This is an optimization exercise on Yosys and OpenROAD, whose aim is small area and a short achievable clock period, not a production implementation. Function was checked by simulation only, so behaviour that the tests miss may differ from the original.

==> ember: inputs <==
==> flow/design.v (excerpt) <==
module wrapper(
    input clk,
    input rstn,
    input [1:0] opcode_i,  
    input [18:0] data_in,
    output [3:0] result_o,
    output [1:0] status_o  
);
clock: 20.0 ns
lec_check: 0
abc_area: 1
cap_margin: 20
cell_pad_in_sites_detail_placement: 1
cell_pad_in_sites_global_placement: 1
core_margin: 2
core_utilization: 35
slew_margin: 20
standard.sh (not shown) runs the stock make flow with config.mk's settings and CLKGATE_MAP_FILE= SYNTH_SCRIPT=/design/flow/synth_recipe.tcl, a recipe that flattens the netlist after the stock synthesis.
==> flow/flow/run.sh <==
#!/bin/bash
# The standard layout (the standard.sh: ORFS synthesis through final), with
# two changes:
# - ADDER_MAP_FILE is left empty, so synthesis does not extract full/half adder
#   cells (extract_fa) and abc maps all arithmetic itself;
# - the ports are buffered with buf_4 cells instead of the default choice
#   (clkdlybuf4s50_1, a slow delay cell): every input and output port still
#   gets its own buffer.
# Registers, their names and cell types are the standard synthesis's.
set -o pipefail
export ADDER_MAP_FILE=
export BUFFER_PORTS_ARGS="-buffer_cell sky130_fd_sc_hd__buf_4"
bash standard.sh 2>&1 | tee flow_make.log
exit ${PIPESTATUS[0]}
==> maple (differences from ember) <==
--- a/flow/config.mk
+++ b/flow/config.mk
@@ -8,3 +8,3 @@
 export ABC_AREA = 1
-export CAP_MARGIN = 20
+export CAP_MARGIN = 50
 export CELL_PAD_IN_SITES_DETAIL_PLACEMENT = 1
@@ -13,2 +13,2 @@
 export CORE_UTILIZATION = 35
-export SLEW_MARGIN = 20
+export SLEW_MARGIN = 50
==> run summary <==
metric	ember	maple
Result of the run	no timing/DRC/antenna violations	no timing/DRC/antenna violations
Multi-input gate area in the final layout	0.0701 sq mm	0.0704 sq mm
Final critical-path setup slack	14,060 ps	14,100 ps
Multi-input combinational area share	0.368	0.367
Wirelength per Cell	23.6 microns	23.6 microns
Seq/total area	0.471	0.468
DRT Wirelength	631,000 microns	631,000 microns
Final cell count without fillers	26,686	26,738
Syn-to-layout area delta	12.2%	13.0%
Slew HR	0.129	0.454
Clock Skews	121 ps	128 ps
GRT met2 Usage	0.445	0.446
Post-layout net count	19,979	20,021
Global-route wire length before repair	928,000 microns	928,000 microns
Required time of the critical path	20,730 ps	20,790 ps
Number of iterations in the first detailed-routing pass	6	8
Worst Max-Slew Pin Slew	1270 ps	819 ps

---

==> inputs of 07-01 <==
Another version of the RTL of wrapper (not shown whole).
==> flow/config.mk <==
export PLATFORM = sky130hd
export DESIGN_NAME = wrapper
export DESIGN_NICKNAME = wrapper
export VERILOG_FILES = /design/flow/design.v
export SDC_FILE = /design/flow/constraint.sdc
export NUM_CORES = 4
export LEC_CHECK = 0
export ABC_AREA = 1
export CAP_MARGIN = 50
export CELL_PAD_IN_SITES_DETAIL_PLACEMENT = 1
export CELL_PAD_IN_SITES_GLOBAL_PLACEMENT = 1
export CORE_MARGIN = 2
export CORE_UTILIZATION = 35
export SLEW_MARGIN = 50
==> flow/constraint.sdc <==
create_clock -name core_clock -period 20.0 [get_ports {clk}]
set_input_delay 4.0000 -clock core_clock [delete_from_list [all_inputs] [get_ports {clk}]]
set_output_delay 4.0000 -clock core_clock [all_outputs]
set_load 0.01 [all_outputs]
Scripts as last shown in full above: flow/flow/run.sh
==> 01-12 (differences from 07-01) <==
CORE_UTILIZATION = 42   (was 35)
==> metrics.csv <==
metric,value,unit
status,no timing/DRC/antenna violations,
grt_pass1_wl,914,mm
whs_path_depth,1,
crit_end,network.h50_v[0]$_SDFF_PN0_,
core-area,0.472,mm²
[end of results for 07-01]
==> metrics.csv <==
metric,value,unit
status,no timing/DRC/antenna violations,
wl,623,mm
core-area,0.393,mm²
whs_path_depth,2,
crit_end,network.h39_v[6]$_SDFF_PN0_,
grt_pass1_wl,911,mm
crit_cells,8,
[end of results for 01-12]

port drivers added, routing unchanged:
In the flow no input, the clock included, has a driving cell. The finished layouts below were timed again as built, in two steps. Step 1 assumes that a clkbuf_16 drives the clock port and a buf_2 every other input. Step 2 moves the port delays by t, midway between the first and last clock arrival at a register: inputs arrive t later, outputs are due t later. That takes back most of the time a late clock gives input paths. Slacks: ideal ports / drivers / drivers and shift; pairs: ideal ports / drivers.
| run | shift t [ns] | slack for setup (ns) | worst slew at a driven data input, ns | cell pins on the clock port's net |
|---|---|---|---|---|
| ember | 1.085 | 14.056 / 14.147 / 13.062 | 0.05 | 1 |
| maple | 1.071 | 14.104 / 14.191 / 13.120 | 0.05 | 1 |
| 07-01 | 1.086 | 14.460 / 14.353 / 13.466 | 0.05 | 1 |
| 01-12 | 1.051 | 13.983 / 14.066 / 13.015 | 0.04 | 1 |
After both steps every run listed still meets setup and hold.
